What follows belongs to an exercise in optimizing a design on an open flow for small area; a production flow would make more cautious choices.
Function was not checked in any run shown here: the RTL went through the layout flow alone.
Power and IR drop assume default switching activity.

--- flow/config.mk ---
export PLATFORM = sky130hd
export DESIGN_NAME = state_machine_project_top
export DESIGN_NICKNAME = state_machine_project_top
export VERILOG_FILES = /design/flow/design.v
export SDC_FILE = /design/flow/constraint.sdc
export NUM_CORES = 4
export LEC_CHECK = 0
export CAP_MARGIN = 20
export CORE_MARGIN = 2
export CORE_UTILIZATION = 40
export SLEW_MARGIN = 20
--- flow/constraint.sdc ---
create_clock -name core_clock -period 10.0 [get_ports {i_clk}]
set_input_delay 2.0000 -clock core_clock [delete_from_list [all_inputs] [get_ports {i_clk}]]
set_output_delay 2.0000 -clock core_clock [all_outputs]
set_load 0.01 [all_outputs]
--- flow/design.v ---
module binary_to_7segment(
    input i_clk,
    input i_rst,
    input[3:0] i_binary_num,
    output o_segment_a,
    output o_segment_b,
    output o_segment_c,
    output o_segment_d,
    output o_segment_e,
    output o_segment_f,
    output o_segment_g
    );
    reg[6:0] r_hex_encoding;
    always @(posedge i_clk)
    begin
        if(i_rst)
            r_hex_encoding <= 7'b0000000;
        else
        case(i_binary_num)
            4'b0000 : r_hex_encoding <= 7'b1111110;  
            4'b0001 : r_hex_encoding <= 7'b0110000;  
            4'b0010 : r_hex_encoding <= 7'b1101101;  
            4'b0011 : r_hex_encoding <= 7'b1111001;  
            4'b0100 : r_hex_encoding <= 7'b0110011;  
            4'b0101 : r_hex_encoding <= 7'b1011011;  
            4'b0110 : r_hex_encoding <= 7'b1011111;  
            4'b0111 : r_hex_encoding <= 7'b1110000;  
            4'b1000 : r_hex_encoding <= 7'b1111111;  
            4'b1001 : r_hex_encoding <= 7'b1111011;  
            4'b1010 : r_hex_encoding <= 7'b1110111;  
            4'b1011 : r_hex_encoding <= 7'b0011111;  
            4'b1100 : r_hex_encoding <= 7'b1001110;  
            4'b1101 : r_hex_encoding <= 7'b0111101;  
            4'b1110 : r_hex_encoding <= 7'b1001111;  
            4'b1111 : r_hex_encoding <= 7'b1000111;  
            default : r_hex_encoding <= 7'b0000000;  
        endcase
    end
    assign o_segment_a = r_hex_encoding[6];
    assign o_segment_b = r_hex_encoding[5];
    assign o_segment_c = r_hex_encoding[4];
    assign o_segment_d = r_hex_encoding[3];
    assign o_segment_e = r_hex_encoding[2];
    assign o_segment_f = r_hex_encoding[1];
    assign o_segment_g = r_hex_encoding[0];
endmodule
module count_and_toggle #(parameter COUNT_LIMIT = 10) (
    input i_clk,
    input i_rst,
    input i_enable,
    output reg o_toggle
);
reg [$clog2(COUNT_LIMIT-1):0] r_counter;
always @(posedge i_clk) begin
    if(i_rst) begin
        o_toggle <= 1'b0;
        r_counter <= 0;
    end
    else if(i_enable == 1'b1) begin
        if(r_counter == COUNT_LIMIT - 1) begin
            o_toggle <= !o_toggle;
            r_counter <= 0;
        end
        else begin
            r_counter <= r_counter + 1;
        end
    end
    else begin
        o_toggle <= 1'b0;
    end
end
endmodule
module debounce_filter #(parameter
    DEBOUNCE_LIMIT = 20
    ) (
    input i_clk,
    input i_rst,
    input i_bouncy,
    output o_debounced
);
reg[$clog2(DEBOUNCE_LIMIT)-1:0] r_count;
reg r_state;
always @(posedge i_clk)
begin
    if(i_rst)
    begin
        r_state <= 1'b0;
        r_count <= 0;
    end
    else if(i_bouncy !== r_state && r_count < DEBOUNCE_LIMIT-1)
    begin
        r_count <= r_count +1;
    end
    else if(r_count == DEBOUNCE_LIMIT-1)
    begin
        r_state <= i_bouncy;
        r_count <= 0;
    end
    else
    begin
        r_count <= 0;
    end
end
assign o_debounced = r_state;
endmodule
module lfsr_22(
    input i_clk,
    input i_rst,
    output[21:0] o_lfsr_data,
    output o_lfsr_done
);
reg[21:0] r_lfsr;
wire w_xnor;
always @(posedge i_clk) begin
    if(i_rst)
        r_lfsr <= 22'd0;
    else
        r_lfsr <= {r_lfsr[20:0], w_xnor};
end
assign w_xnor = r_lfsr[21] ^~ r_lfsr[20];
assign o_lfsr_done = (r_lfsr == 22'd0);
assign o_lfsr_data = r_lfsr;
endmodule
module state_machine_game #(parameter CLKS_PER_SEC = 25000000, parameter GAME_LIMIT = 6)(
    input i_clk,
    input i_rst,
    input i_switch_1,
    input i_switch_2,
    input i_switch_3,
    input i_switch_4,
    output reg [3:0] o_score,
    output o_led_1,
    output o_led_2,
    output o_led_3,
    output o_led_4
    );
    localparam START = 3'd0;
    localparam PATTERN_OFF = 3'd1;
    localparam PATTERN_SHOW = 3'd2;
    localparam WAIT_PLAYER = 3'd3;
    localparam INCR_SCORE = 3'd4;
    localparam LOSER = 3'd5;
    localparam WINNER = 3'd6;
    reg[2:0] r_sm_main;
    reg r_toggle, r_switch_1, r_switch_2, r_switch_3, r_switch_4, r_button_dv;
    reg[1:0] r_pattern[0:10];  
    wire [21:0] w_lfsr_data;
    reg[$clog2(GAME_LIMIT)-1:0] r_index;  
    reg[1:0] r_button_id;
    wire w_count_en, w_toggle;
    always @(posedge i_clk)
    begin
        if(i_rst)
        begin
            o_score <= 0;
            r_index <= 0;
            r_sm_main <= START;
        end
        else if(i_switch_1 & i_switch_2)
            r_sm_main <= START;
        else
        begin
            case(r_sm_main)
                START:
                begin
                    if(!i_switch_1 & !i_switch_2 & r_button_dv)
                    begin
                        o_score <= 0;
                        r_index <= 0;
                        r_sm_main <= PATTERN_OFF;
                    end
                end
                PATTERN_OFF:
                begin
                    if(!w_toggle & r_toggle)  
                        r_sm_main <= PATTERN_SHOW;
                end
                PATTERN_SHOW:
                begin
                    if(!w_toggle & r_toggle)  
                        if(o_score == r_index)
                        begin
                            r_index <= 0;
                            r_sm_main <= WAIT_PLAYER;
                        end
                        else
                        begin
                            r_index <= r_index + 1;
                            r_sm_main <= PATTERN_OFF;
                        end
                end
                WAIT_PLAYER:
                begin
                    if(r_button_dv)
                        if(r_pattern[r_index] == r_button_id && r_index == o_score)
                        begin
                            r_index <= 0;
                            r_sm_main <= INCR_SCORE;
                        end
                        else if(r_pattern[r_index] != r_button_id)
                            r_sm_main <= LOSER;
                        else
                            r_index <= r_index + 1;
                end
                INCR_SCORE:
                begin
                    o_score <= o_score + 1;
                    if(o_score == GAME_LIMIT - 1)
                        r_sm_main <= WINNER;
                    else
                        r_sm_main <= PATTERN_OFF;
                end
                WINNER:
                begin
                    o_score <= 4'hA;  
                end
                LOSER:
                begin
                    o_score <= 4'hF;  
                end
                default:
                    r_sm_main <= START;
            endcase
        end
    end
    always @(posedge i_clk)
    begin
        if(i_rst)
        begin
            r_pattern[0] <= 2'b00;
            r_pattern[1] <= 2'b00;
            r_pattern[2] <= 2'b00;
            r_pattern[3] <= 2'b00;
            r_pattern[4] <= 2'b00;
            r_pattern[5] <= 2'b00;
            r_pattern[6] <= 2'b00;
            r_pattern[7] <= 2'b00;
            r_pattern[8] <= 2'b00;
            r_pattern[9] <= 2'b00;
            r_pattern[10] <= 2'b00;
        end
        else if(r_sm_main == START)
        begin
            r_pattern[0] <= w_lfsr_data[1:0];
            r_pattern[1] <= w_lfsr_data[3:2];
            r_pattern[2] <= w_lfsr_data[5:4];
            r_pattern[3] <= w_lfsr_data[7:6];
            r_pattern[4] <= w_lfsr_data[9:8];
            r_pattern[5] <= w_lfsr_data[11:10];
            r_pattern[6] <= w_lfsr_data[13:12];
            r_pattern[7] <= w_lfsr_data[15:14];
            r_pattern[8] <= w_lfsr_data[17:16];
            r_pattern[9] <= w_lfsr_data[19:18];
            r_pattern[10] <= w_lfsr_data[21:20];
        end
    end
    assign o_led_1 = (r_sm_main == PATTERN_SHOW && r_pattern[r_index] == 2'b00) ? 1'b1 : i_switch_1;
    assign o_led_2 = (r_sm_main == PATTERN_SHOW && r_pattern[r_index] == 2'b01) ? 1'b1 : i_switch_2;
    assign o_led_3 = (r_sm_main == PATTERN_SHOW && r_pattern[r_index] == 2'b10) ? 1'b1 : i_switch_3;
    assign o_led_4 = (r_sm_main == PATTERN_SHOW && r_pattern[r_index] == 2'b11) ? 1'b1 : i_switch_4;
    always @(posedge i_clk)
    begin
        if(i_rst)
        begin
            r_toggle <= 1'b0;
            r_switch_1 <= 1'b0;
            r_switch_2 <= 1'b0;
            r_switch_3 <= 1'b0;
            r_switch_4 <= 1'b0;
            r_button_dv <= 1'b0;
            r_button_id <= 0;
        end
        else
        begin
        r_toggle <= w_toggle;
        r_switch_1 <= i_switch_1;
        r_switch_2 <= i_switch_2;
        r_switch_3 <= i_switch_3;
        r_switch_4 <= i_switch_4;
        if(r_switch_1 & !i_switch_1)
        begin
            r_button_dv <= 1'b1;
            r_button_id <= 0;
        end
        else if(r_switch_2 & !i_switch_2)
        begin
            r_button_dv <= 1'b1;
            r_button_id <= 1;
        end
        else if(r_switch_3 & !i_switch_3)
        begin
            r_button_dv <= 1'b1;
            r_button_id <= 2;
        end
        else if(r_switch_4 & !i_switch_4)
        begin
            r_button_dv <= 1'b1;
            r_button_id <= 3;
        end
        else
        begin
            r_button_dv <= 1'b0;
            r_button_id <= 0;
        end
        end
    end
    assign w_count_en = (r_sm_main == PATTERN_SHOW || r_sm_main == PATTERN_OFF);
    count_and_toggle #(.COUNT_LIMIT(CLKS_PER_SEC/4)) count_inst(
        .i_clk(i_clk),
        .i_rst(i_rst),
        .i_enable(w_count_en),
        .o_toggle(w_toggle)
    );
    lfsr_22 lfsr_inst(
        .i_clk(i_clk),
        .i_rst(i_rst),
        .o_lfsr_data(w_lfsr_data),
        .o_lfsr_done()  
    );
endmodule
module state_machine_project_top(
    input i_clk,
    input i_rst,
    input i_switch_1,
    input i_switch_2,
    input i_switch_3,
    input i_switch_4,
    output o_led_1,
    output o_led_2,
    output o_led_3,
    output o_led_4,
    output o_segment2_a,
    output o_segment2_b,
    output o_segment2_c,
    output o_segment2_d,
    output o_segment2_e,
    output o_segment2_f,
    output o_segment2_g,
	output o_segment2_digit
    );
    localparam GAME_LIMIT = 7;  
    localparam CLKS_PER_SEC = 20000;  
    localparam DEBOUNCE_LIMIT = 250;  
    wire w_switch_1, w_switch_2, w_switch_3, w_switch_4;
    wire w_segment2_a, w_segment2_b, w_segment2_c, w_segment2_d, w_segment2_e, w_segment2_f, w_segment2_g;
    wire[3:0] w_score;
    debounce_filter #(.DEBOUNCE_LIMIT(DEBOUNCE_LIMIT)) debounce_sw1(
        .i_clk(i_clk),
        .i_rst(i_rst),
        .i_bouncy(!i_switch_1),  
        .o_debounced(w_switch_1)
    );
    debounce_filter #(.DEBOUNCE_LIMIT(DEBOUNCE_LIMIT)) debounce_sw2(
        .i_clk(i_clk),
        .i_rst(i_rst),
        .i_bouncy(i_switch_2),
        .o_debounced(w_switch_2)
    );
    debounce_filter #(.DEBOUNCE_LIMIT(DEBOUNCE_LIMIT)) debounce_sw3(
        .i_clk(i_clk),
        .i_rst(i_rst),
        .i_bouncy(i_switch_3),
        .o_debounced(w_switch_3)
    );
    debounce_filter #(.DEBOUNCE_LIMIT(DEBOUNCE_LIMIT)) debounce_sw4(
        .i_clk(i_clk),
        .i_rst(i_rst),
        .i_bouncy(i_switch_4),
        .o_debounced(w_switch_4)
    );
    state_machine_game #(.CLKS_PER_SEC(CLKS_PER_SEC), .GAME_LIMIT(GAME_LIMIT)) game_inst(
        .i_clk(i_clk),
        .i_rst(i_rst),
        .i_switch_1(w_switch_1),
        .i_switch_2(w_switch_2),
        .i_switch_3(w_switch_3),
        .i_switch_4(w_switch_4),
        .o_score(w_score),
        .o_led_1(o_led_1),
        .o_led_2(o_led_2),
        .o_led_3(o_led_3),
        .o_led_4(o_led_4)
    );
    binary_to_7segment scoreboard(
        .i_clk(i_clk),
        .i_rst(i_rst),
        .i_binary_num(w_score),
        .o_segment_a(w_segment2_a),
        .o_segment_b(w_segment2_b),
        .o_segment_c(w_segment2_c),
        .o_segment_d(w_segment2_d),
        .o_segment_e(w_segment2_e),
        .o_segment_f(w_segment2_f),
        .o_segment_g(w_segment2_g)
    );
    assign o_segment2_a = w_segment2_a;
    assign o_segment2_b = w_segment2_b;
    assign o_segment2_c = w_segment2_c;
    assign o_segment2_d = w_segment2_d;
    assign o_segment2_e = w_segment2_e;
    assign o_segment2_f = w_segment2_f;
    assign o_segment2_g = w_segment2_g;
	assign o_segment2_digit = 1'b0;  
endmodule
--- flow/run.sh ---
#!/bin/bash
# synth_recipe.tcl (not shown) runs the flow's synth.tcl, then flattens the netlist and writes it again
# the make line also repeats each setting of config.mk as NAME=value (left out here)
make -C /OpenROAD-flow-scripts/flow DESIGN_CONFIG=/design/flow/config.mk WORK_HOME=/design/flow/orfs CLKGATE_MAP_FILE= SYNTH_SCRIPT=/design/flow/synth_recipe.tcl finish
==> results of run 1 <==
## cell type report
| class | count | area, um2 | area share (%) |
|---|---|---|---|
| inverters | 26 | 97.6 | 1.69 |
| multi-input cells | 402 | 2490 | 43.0 |
| clock inverters | 5 | 27.5 | 0.476 |
| repair buffers | 18 | 170 | 2.94 |
| well taps | 168 | 210 | 3.64 |
| flip-flops and latches | 114 | 2280 | 39.5 |
| clock buffers | 25 | 505 | 8.75 |
## how the worst min path moves through the flow
stage	startpoint	to	cells after the start
2_1_floorplan	game_inst.lfsr_inst.r_lfsr[16]	game_inst.lfsr_inst.r_lfsr[17]	1
3_3_place_gp	game_inst.lfsr_inst.r_lfsr[2]	game_inst.r_pattern[1][0]	2
3_5_place_dp	game_inst.lfsr_inst.r_lfsr[19]	game_inst.lfsr_inst.r_lfsr[20]	1
4_1_cts	game_inst.lfsr_inst.r_lfsr[2]	game_inst.r_pattern[1][0]	2
5_1_grt	game_inst.lfsr_inst.r_lfsr[14]	game_inst.r_pattern[7][0]	2
6_report	game_inst.lfsr_inst.r_lfsr[0]	game_inst.r_pattern[0][0]	2
## critical path: stages (launching register included)
cell	delay, ns
dfxtp_1	0.42
inv_1	0.11
ha_1	0.25
or3_1	0.38
nand3_1	0.13
o22ai_2	0.13
o41ai_1	0.36
clkdlybuf4s50_1	0.60
## registers in the layout (all words and copies together), names as in the netlist, 2 cells and up
name	flops
game_inst.r_pattern	16
game_inst.count_inst.r_counter	14
game_inst.r_index	3
debounce_sw4.r_count	8
scoreboard.r_hex_encoding	7
debounce_sw1.r_count	8
game_inst.o_score	4
game_inst.r_sm_main	3
game_inst.lfsr_inst.r_lfsr	22
game_inst.r_button_id	2
debounce_sw2.r_count	8
debounce_sw3.r_count	8
## where the power goes
part	switching, mW	internal (mW)	leakage [nW]
Combinational	0.0201	0.0129	1.03
Clock	0.192	0.344	0.265
Sequential	0.00401	0.460	0.923
Total	0.216	0.817	2.22
## layout by cell type, fill, tap and decap left out, drive strengths merged, types with 3 or more instances in the layout
cell and n:
dfxtp 114, nor2 76, nand2 60, a21oi 31, nor2b 30, ha 27, xor2 26, inv 26
clkbuf 25, nand3 24, xnor2 18, clkdlybuf4s50 15, and3 13, o21ai 10, a31oi 8, nor3 8
nand2b 7, mux2i 7, or3 6, nand3b 5, o22ai 5, nand4 4, a311oi 4, a211oi 4
clkinv 4, a211o 3, a221oi 3, nor4 3, or2 3, buf 3
## through the flow
stage               hold slack [ns]  area (um2)
floorplan                     0.414        4970
global placement              0.434        5250
detailed placement            0.442        5250
CTS                           0.448        5780
global route                  0.468        5780
finish                        0.448        5780
## routing by layer
layer  track usage [%]  vias up  part of all wire [%]  wire length [um]
met5                 0        -                     0                 0
met4              7.31        0                   1.1               104
met3              4.29        9                   2.4               220
met2              26.4       40                    50              4680
met1              17.7     1737                    46              4270
li1                  -     1918                     -                 -
## cells by family (layout without fill, tap and decap cells)
logic type               Yosys count  after routing  synth area share, %
other                              1              1               0.0754
AO/OA/AOI/OAI                     80             80                 10.3
adder cells (fa/ha/maj)           27             27                 6.79
multiplexers                       8              8                 1.71
flip-flops                       114            114                 45.9
XOR/XNOR                          44             44                 7.90
buffers and inverters             51             74                 4.10
AND/OR/NAND/NOR                  242            242                 23.2
==> metrics.cfg, run 1 <==
[run_status]
status = complete, no violations

[routing]
vias_per_cell = 4.89
vias = 3704
drc_errors = 0
drt_iter0_drc = 179
dr.pass1.iters = 4
drt_wl_total_mm = 9.27
routedWlPerCell_um = 12.2
antenna_left = 0

[cts]
cts_made_buffers = 17
path_clk_slew_ns = 0.05
cts.sinks = 114
cts_hold_buffers = 0
cts-resized-gates = 0
cts_buffer_depth = 2
insertion_delay_ns = 0.41
cts_setup_buffers = 0
root_buffer = clkbuf_16
htree_num_levels = 4
tritoncts = yes

[floorplan]
core_area_um2 = 12100
row_count = 40
fp.dieH_um = 115
die_w_um = 115
die_area_um2 = 13300
num_io_pins = 18
start_util_pct = 41.2

[power]
ir_drop_mv = 0.106
leakage_nw = 2.22
total_power_mw = 1.03
p_per_area_nw_per_um2 = 179

[yosys]
syn_inst = 567
syn_nets = 600
synthTopCellsByCount = dfxtp_1, nor2_1, nand2_1
ys_top_cells_by_area = dfxtp_1, ha_1, nor2_1
synth-seq-cells = 114
async_flop_share_pct = 0
ys_types = 51
yosysSeqAreaShare_pct = 45.9
yosys_warnings = 6
avgSynthCellArea_um2 = 8.77
synth_top_area_share_pct = 45.9
synth_most_common_cell = dfxtp_1
syn_area_um2 = 4970
synth_enable_flop_cells = 0
synthFlopType = dfxtp_1
synth.largest_area_cell = dfxtp_1

[placed_design]
gp_congestion = 0.862
post-place-ws_ns = 5.62
placed_cells = 728
io_buffers = 16
hpwl_mm = 6.36

[worst_setup_path]
cp-end-kind = primary output
critPathRequiredTime_ns = 8.00
rr_worst_depth = 6
r2r_setup_slack_ns = 7.47
worstSetupPathType = flip-flop to primary output
r2r_end = game_inst.r_sm_main[1]
crit_arrival_ns = 2.79
path_max_fanout = 6
crit_start = game_inst.r_index[1]
startpoint_type = flip-flop
endpoint = o_led_2
timing.rr.start = game_inst.r_sm_main[0]

[layout]
diodes = 0
syn_to_final_growth_pct = 16.2
fin_util_pct = 47.9
nFillCells = 1166
stdcell_count = 758
drive_gt1_share_pct = 6.61
nets = 612

[sta]
fin_crit_ns = 4.79
timing.fmax_ghz = 0.209
setup_ws_ns = 5.21
setup_viol = 0
tightest_slew_ns = 0.837
final_max_slew_viol_count = 0
worst_clock_skew_ns = 0.0105
relSlewSlack_pct = 44.1
tns_ns = 0
hold_viol_final = 0
rsz0062_at_grt = false
finalCritPeriodShare_pct = 47.9

[global_routing]
grt_pass1_vias = 3619
antenna_found_initial = 0
grt_first_pass_wirelength_mm = 16.2
overflow = 0
grt_use_total_pct = 15.4
grt_max_degree = 73

[run]
cap_violations = 0

[min_path]
hp-class = flip-flop to flip-flop

==> inputs of run 2 (changes only) <==
--- a/flow/config.mk
+++ b/flow/config.mk
@@ -7,5 +7,8 @@
 export LEC_CHECK = 0
 export CAP_MARGIN = 20
 export CORE_MARGIN = 2
-export CORE_UTILIZATION = 40
+export CORE_UTILIZATION = 70
+export CTS_BUF_LIST = sky130_fd_sc_hd__clkbuf_4
+export CTS_CLUSTER_DIAMETER = 100
+export CTS_CLUSTER_SIZE = 30
 export SLEW_MARGIN = 20
==> run 2 against run 1 <==
  * First-iteration DRC count is 21% lower
  * Power is 25% lower
  * Clock power is 47% lower
  * Sequential power hardly changed
  * Via count is 0.86% higher
  * Critical path type unchanged
  * Still clean
==> metrics.cfg, run 2 <==
[floorplan]
core_area_um2 = 6830  ; was 12100 um2
num_io_pins = 18  ; unchanged
die_w_um = 88.3  ; was 115 um
row_count = 30  ; was 40
start_util_pct = 72.8  ; was 41.2%
die_area_um2 = 7790  ; was 13300 um2
fp.dieH_um = 88.3  ; was 115 um

[cts]
insertion_delay_ns = 0.50  ; was 0.41 ns
htree_num_levels = 4  ; unchanged
path_clk_slew_ns = 0.09  ; was 0.05 ns
cts-resized-gates = 0  ; unchanged
cts.sinks = 114  ; unchanged
cts_made_buffers = 17  ; unchanged
cts_setup_buffers = 0  ; unchanged
cts_buffer_depth = 2  ; unchanged
root_buffer = clkbuf_4  ; was clkbuf_16
tritoncts = yes  ; unchanged
cts_hold_buffers = 0  ; unchanged

[layout]
multi_input_area_um2 = 2490  ; unchanged
top_regs = game_inst.lfsr_inst.r_lfsr: 22 flops, game_inst.r_pattern: 16 flops, game_inst.count_inst.r_counter: 14 flops  ; unchanged
fin_util_pct = 78.8  ; was 47.9%
drive_gt1_share_pct = 6.79  ; was 6.61%
mostFrequentLayoutCells = dfxtp_1, nor2_1, nand2_1, nor2b_1, a21oi_1  ; unchanged
top_register = game_inst.lfsr_inst.r_lfsr  ; unchanged
stdcell_count = 685  ; was 758
largest_reg_flops = 22  ; unchanged
layout_commonest_cell = dfxtp_1  ; unchanged
nets = 612  ; unchanged
design_area_um2 = 5380  ; was 5780 um2
diodes = 0  ; unchanged
regArea_um2 = 2280  ; unchanged
syn_to_final_growth_pct = 8.20  ; was 16.2%
nFillCells = 512  ; was 1166

[sta]
final_max_slew_viol_count = 0  ; unchanged
worst_clock_skew_ns = 0.0122  ; was 0.0105 ns
relSlewSlack_pct = 45.6  ; was 44.1%
fin_crit_ns = 4.97  ; was 4.79 ns
rsz0062_at_grt = false  ; unchanged
tns_ns = 0  ; unchanged
timing.fmax_ghz = 0.201  ; was 0.209 GHz
tightest_slew_ns = 0.814  ; was 0.837 ns
hold_viol_final = 0  ; unchanged
setup_viol = 0  ; unchanged
finalCritPeriodShare_pct = 49.7  ; was 47.9%

[yosys]
avgSynthCellArea_um2 = 8.77  ; unchanged
synthFlopType = dfxtp_1  ; unchanged
ys_top_cells_by_area = dfxtp_1, ha_1, nor2_1  ; unchanged
yosysSeqAreaShare_pct = 45.9  ; unchanged
synth_top_area_share_pct = 45.9  ; unchanged
synth-seq-cells = 114  ; unchanged
syn_nets = 600  ; unchanged
ys_types = 51  ; unchanged
syn_inst = 567  ; unchanged
synth_enable_flop_cells = 0  ; unchanged
synth.largest_area_cell = dfxtp_1  ; unchanged
synthTopCellsByCount = dfxtp_1, nor2_1, nand2_1  ; unchanged
yosys_warnings = 6  ; unchanged
syn_area_um2 = 4970  ; unchanged
synth_most_common_cell = dfxtp_1  ; unchanged
async_flop_share_pct = 0  ; unchanged

[worst_setup_path]
r2r_setup_slack_ns = 7.40  ; was 7.47 ns
cpMaxStageDelayCell = clkdlybuf4s50_1  ; unchanged
startpoint_type = flip-flop  ; unchanged
critPathBufInv = 2  ; unchanged
crit_family = buffers and inverters  ; unchanged
path_max_fanout = 6  ; unchanged
worstSetupPathType = flip-flop to primary output  ; unchanged
critPathRequiredTime_ns = 8.00  ; about the same
crit_path_cell_trace = inv_1 -> ha_1 -> or3_1 -> nand3_1 -> o22ai_2 -> o41ai_1 -> clkdlybuf4s50_1  ; unchanged
crit_arrival_ns = 2.97  ; was 2.79 ns
cpPeakStageDelay_ns = 0.63  ; was 0.60 ns
cp-end-kind = primary output  ; unchanged

[routing]
drt_wl_total_mm = 9.00  ; was 9.27 mm
dr.pass1.iters = 4  ; unchanged
drt_iter0_drc = 141  ; was 179
antenna_left = 0  ; unchanged
routedWlPerCell_um = 13.1  ; was 12.2 um
drc_errors = 0  ; unchanged
vias = 3736  ; was 3704
vias_per_cell = 5.45  ; was 4.89

[power]
swShare_pct = 23.1  ; was 20.9%
p_per_area_nw_per_um2 = 145  ; was 179 nW/um2
share_comb_of_total_power_pct = 4.3  ; was 3.2%
intPower_mw = 0.599  ; was 0.817 mW
power.switching_mw = 0.180  ; was 0.216 mW
power_frac_seq_pct = 59.4  ; was 44.9%
ir_drop_mv = 0.147  ; was 0.106 mV
clock_power_share_pct = 36.3  ; was 51.9%
leakage_nw = 2.09  ; was 2.22 nW

[placed_design]
placed_cells = 656  ; was 728
hpwl_mm = 6.28  ; was 6.36 mm
gp_congestion = 0.850  ; was 0.862
io_buffers = 16  ; unchanged
dpl-instance-area_um2 = 5160  ; was 5250 um2

[global_routing]
antenna_found_initial = 0  ; unchanged
grt_use_total_pct = 25.4  ; was 15.4%
grt_pass1_vias = 3629  ; was 3619
grt_max_degree = 73  ; unchanged
overflow = 0  ; unchanged
grt_first_pass_wirelength_mm = 15.4  ; was 16.2 mm

[min_path]
hp-class = flip-flop to flip-flop  ; unchanged

[run]
cap_violations = 0  ; unchanged

[run_status]
status = complete, no violations  ; unchanged

[run 2: cell counts after synthesis]
No cell type changed its count.
[run 2: power groups by stage]
stage               Combinational (mW)  Sequential [mW]  Clock (mW)
global placement                0.0321            0.473           0
global route                    0.0379            0.464       0.310
CTS                             0.0336            0.463       0.292
detailed placement              0.0334            0.473           0
finish                          0.0334            0.463       0.283
floorplan                       0.0236            0.473           0
[run 2: per-layer routing]
layer,part of all wire [%],vias to the layer above,wire (um),global-route usage [%]
li1,-,1929,-,-
met1,46,1732,4180,30.0
met2,49,60,4370,43.2
met3,3.3,15,301,7.37
met4,1.6,0,146,10.6
met5,0,-,0,0
[run 2: layout make-up]
class / instances / area share [%]
Clock buffer: 21 / 2.93
Clock inverter: 8 / 1.23
Multi-Input combinational cell: 402 / 46.2
Tap cell: 96 / 2.23
Inverter: 26 / 1.81
Timing Repair Buffer: 18 / 3.16
Sequential cell: 114 / 42.4
[run 2: logic make-up after synthesis]
kind of cell | Yosys count | synth area share, %
AOI/OAI and AO/OA | 80 | 10.3
xor gates and xnor gates | 44 | 7.90
adders and majority gates | 27 | 6.79
buffers and inverters | 51 | 4.10
DFF | 114 | 45.9
muxes | 8 | 1.71
other | 1 | 0.0754
and+or+nand+nor | 242 | 23.2
[run 2: per-stage QoR]
step	total power [mW]	setup slack [ns]	hold slack, ns
after global placement	0.505	5.55	0.415
after floorplan	0.496	6.19	0.414
after detailed placement	0.507	5.55	0.424
after global routing	0.811	4.88	0.459
after CTS	0.789	4.99	0.445
final	0.779	5.03	0.441
[run 2: worst paths after layout]
check | start | endpoint | cells after the start
setup / recovery | game_inst.r_index[1] | o_led_2 | 7
hold / removal | game_inst.lfsr_inst.r_lfsr[16] | game_inst.lfsr_inst.r_lfsr[17] | 1
setup reg to reg | game_inst.r_sm_main[0] | game_inst.r_sm_main[1] | 6
hold reg to reg | game_inst.lfsr_inst.r_lfsr[16] | game_inst.lfsr_inst.r_lfsr[17] | 1
==> inputs of run 3 (changes only) <==
--- a/flow/config.mk
+++ b/flow/config.mk
@@ -8,7 +8,7 @@
 export CAP_MARGIN = 20
 export CORE_MARGIN = 2
 export CORE_UTILIZATION = 70
-export CTS_BUF_LIST = sky130_fd_sc_hd__clkbuf_4
-export CTS_CLUSTER_DIAMETER = 100
-export CTS_CLUSTER_SIZE = 30
+export CTS_BUF_LIST = sky130_fd_sc_hd__clkbuf_8
+export CTS_CLUSTER_DIAMETER = 200
+export CTS_CLUSTER_SIZE = 60
 export SLEW_MARGIN = 20
==> run 3 against run 2 <==
  * Worst setup slack gained 0.082 ns
  * First-iteration DRC count grew 21%
  * Final area grew 1.9%
  * Worst hold slack lost 0.0064 ns
  * Sequential cell count is the same
  * Sequential share of layout area shrank 0.78 points
  * Core utilization grew 1.5 points
  * Combinational power is essentially flat
  * Maximum frequency grew 1.7%
  * Die area is the same
==> metrics.cfg, run 3 <==
[layout]
nFillCells = 488  ; was 512
top_register = game_inst.lfsr_inst.r_lfsr  ; unchanged
multi_input_area_um2 = 2490  ; unchanged
mostFrequentLayoutCells = dfxtp_1, nor2_1, nand2_1  ; was dfxtp_1, nor2_1, nand2_1, nor2b_1, a21oi_1
nets = 612  ; unchanged
drive_gt1_share_pct = 6.28  ; was 6.79%
top_regs = game_inst.lfsr_inst.r_lfsr: 22 flops, game_inst.r_pattern: 16 flops, game_inst.count_inst.r_counter: 14 flops  ; unchanged
regArea_um2 = 2280  ; unchanged
layout_commonest_cell = dfxtp_1  ; unchanged
largest_reg_flops = 22  ; unchanged
diodes = 0  ; unchanged
syn_to_final_growth_pct = 10.2  ; was 8.20%

[placed_design]
gp_congestion = 0.850  ; unchanged
post-place-ws_ns = 5.55  ; unchanged
io_buffers = 16  ; unchanged
hpwl_mm = 6.28  ; unchanged

[sta]
timing.fmax_ghz = 0.205  ; was 0.201 GHz
relSlewSlack_pct = 46.1  ; was 45.6%
fin_crit_ns = 4.89  ; was 4.97 ns
rsz0062_at_grt = false  ; unchanged
setup_ws_ns = 5.11  ; was 5.03 ns
final_max_slew_viol_count = 0  ; unchanged
finalCritPeriodShare_pct = 48.9  ; was 49.7%
tns_ns = 0  ; unchanged
tightest_slew_ns = 0.808  ; was 0.814 ns
worst_clock_skew_ns = 0.0114  ; was 0.0122 ns
setup_viol = 0  ; unchanged
hold_slack_ns = 0.434  ; was 0.441 ns
hold_viol_final = 0  ; unchanged

[run]
cap_violations = 0  ; unchanged

[cts]
cts_hold_buffers = 0  ; unchanged
tritoncts = yes  ; unchanged
insertion_delay_ns = 0.42  ; was 0.50 ns
cts_buffer_depth = 2  ; unchanged
root_buffer = clkbuf_8  ; was clkbuf_4
cts_setup_buffers = 0  ; unchanged
cts_made_buffers = 17  ; unchanged
cts-resized-gates = 0  ; unchanged
path_clk_slew_ns = 0.06  ; was 0.09 ns
cts.sinks = 114  ; unchanged
htree_num_levels = 4  ; unchanged

[run_status]
status = complete, no violations  ; unchanged

[worst_setup_path]
critPathBufInv = 1  ; was 2
crit_path_cell_trace = ha_1 -> ha_1 -> a222oi_1 -> a21oi_2 -> o41ai_1 -> clkdlybuf4s50_1  ; was inv_1 -> ha_1 -> or3_1 -> nand3_1 -> o22ai_2 -> o41ai_1 -> clkdlybuf4s50_1
path_max_fanout = 5  ; was 6
r2r_setup_slack_ns = 7.43  ; was 7.40 ns
cp_common_cell = ha_1
critPathRequiredTime_ns = 8.00  ; about the same
cpPeakStageDelay_ns = 0.62  ; was 0.63 ns
cpMaxStageDelayCell = clkdlybuf4s50_1  ; unchanged
crit_arrival_ns = 2.89  ; was 2.97 ns
startpoint_type = flip-flop  ; unchanged
crit_family = compound AO/OA/AOI/OAI gates  ; was buffers and inverters
worstSetupPathType = flip-flop to primary output  ; unchanged
cp-end-kind = primary output  ; unchanged

[routing]
routedWlPerCell_um = 13.3  ; was 13.1 um
antenna_left = 0  ; unchanged
vias = 3743  ; was 3736
drc_errors = 0  ; unchanged
drt_iter0_drc = 171  ; was 141
vias_per_cell = 5.46  ; was 5.45
drt_wl_total_mm = 9.14  ; was 9.00 mm
dr.pass1.iters = 4  ; unchanged

[floorplan]
start_util_pct = 72.8  ; unchanged
row_count = 30  ; unchanged
die_w_um = 88.3  ; unchanged
fp.dieH_um = 88.3  ; unchanged
num_io_pins = 18  ; unchanged
core_area_um2 = 6830  ; unchanged
die_area_um2 = 7790  ; unchanged

[yosys]
synth_enable_flop_cells = 0  ; unchanged
yosys_warnings = 6  ; unchanged
ys_types = 51  ; unchanged
async_flop_share_pct = 0  ; unchanged
synth-seq-cells = 114  ; unchanged
synth_most_common_cell = dfxtp_1  ; unchanged
syn_nets = 600  ; unchanged
synth.largest_area_cell = dfxtp_1  ; unchanged
ys_top_cells_by_area = dfxtp_1, ha_1, nor2_1  ; unchanged
avgSynthCellArea_um2 = 8.77  ; unchanged
yosysSeqAreaShare_pct = 45.9  ; unchanged
syn_inst = 567  ; unchanged
syn_area_um2 = 4970  ; unchanged
synthFlopType = dfxtp_1  ; unchanged
synthTopCellsByCount = dfxtp_1, nor2_1, nand2_1  ; unchanged
synth_top_area_share_pct = 45.9  ; unchanged

[power]
swShare_pct = 22.4  ; was 23.1%
leakage_nw = 2.14  ; was 2.09 nW
ir_drop_mv = 0.131  ; was 0.147 mV
intPower_mw = 0.664  ; was 0.599 mW
power_frac_seq_pct = 54.1  ; was 59.4%
clock_power_share_pct = 42.0  ; was 36.3%
p_per_area_nw_per_um2 = 156  ; was 145 nW/um2
power.switching_mw = 0.192  ; was 0.180 mW
share_comb_of_total_power_pct = 3.9  ; was 4.3%
total_power_mw = 0.856  ; was 0.779 mW

[global_routing]
grt_first_pass_wirelength_mm = 15.7  ; was 15.4 mm
grt_use_total_pct = 25.8  ; was 25.4%
overflow = 0  ; unchanged
antenna_found_initial = 0  ; unchanged
grt_pass1_vias = 3637  ; was 3629
grt_max_degree = 73  ; unchanged

[min_path]
hp-class = flip-flop to flip-flop  ; unchanged

run 3: kinds of logic (layout without fill, tap and decap cells):
family | Yosys count | count (layout) | share of synthesized area [%]
AO/OA/AOI/OAI | 80 | 80 | 10.3
buffers and inverters | 51 | 73 | 4.10
XOR/XNOR | 44 | 44 | 7.90
flip-flops | 114 | 114 | 45.9
multiplexers | 8 | 8 | 1.71
AND/OR/NAND/NOR | 242 | 242 | 23.2
adder cells (fa/ha/maj) | 27 | 27 | 6.79
other | 1 | 1 | 0.0754
run 3: power by group through the flow:
stage               combinational, mW  sequential, mW  clock (mW)
floorplan                      0.0236           0.473           0
global placement               0.0321           0.473           0
detailed placement             0.0334           0.473           0
CTS                            0.0338           0.463       0.368
global route                   0.0379           0.464       0.387
finish                         0.0336           0.463       0.359
run 3: worst paths after layout:
path                                  startpoint                             end  cells past startpoint
hold / removal    game_inst.lfsr_inst.r_lfsr[16]  game_inst.lfsr_inst.r_lfsr[17]                      1
hold reg to reg   game_inst.lfsr_inst.r_lfsr[16]  game_inst.lfsr_inst.r_lfsr[17]                      1
setup reg to reg          game_inst.r_sm_main[0]          game_inst.r_sm_main[1]                      6
setup / recovery            game_inst.r_index[0]                         o_led_2                      6
run 3: per-stage QoR:
stage          cells  util (%)  area (um2)
2_1_floorplan    567         -        4970
5_1_grt          685      80.2        5480
3_3_place_gp     656      75.5        5160
6_report         685      80.2        5480
4_1_cts          685      80.2        5480
3_5_place_dp     656      75.5        5160
run 3: layout make-up:
type | count | share of cell area [%]
clock buffer | 18 | 4.52
clock inverter | 11 | 1.42
inverter | 26 | 1.78
multi-input combinational | 402 | 45.4
sequential | 114 | 41.6
tap | 96 | 2.19
timing repair buffer | 18 | 3.10
run 3: routing by layer:
layer  share of wire [%]  vias up  global-route usage (%)
met3                 2.5       13                    7.65
met2                  49       54                    44.2
met4                 1.4        0                    9.78
met5                   0        -                       0
met1                  47     1758                    30.6
li1                    -     1918                       -

port drivers added, routing unchanged:
The results above use ideal ports. As a check the final layouts listed here were re-extracted and re-timed, cells and wires unchanged.
Step 1, drivers: a clkbuf_16 drives i_clk and a buf_2 each remaining input, both assumed.
Step 2 times the ports against the registers' clock, not the clock port: input delays grow and output delays shrink by t, the midpoint of the rising clock arrivals with the driver on.
Slacks: ideal ports / drivers / drivers and shift; pairs: ideal ports / drivers.
| run | t (ns) | setup WS [ns] | clock arrival spread, ns | slew at the worst register clock pin (ns) | pins driven straight from the clock port |
|---|---|---|---|---|---|
| run 1 | 0.443 | 5.214 / 5.173 / 5.616 | 0.011 / 0.011 | 0.05 / 0.05 | 1 |
| run 2 | 0.526 | 5.033 / 5.003 / 5.529 | 0.012 / 0.012 | 0.10 / 0.10 | 1 |
| run 3 | 0.445 | 5.115 / 5.084 / 5.529 | 0.012 / 0.011 | 0.07 / 0.07 | 1 |
After both steps every run listed still meets setup and hold.
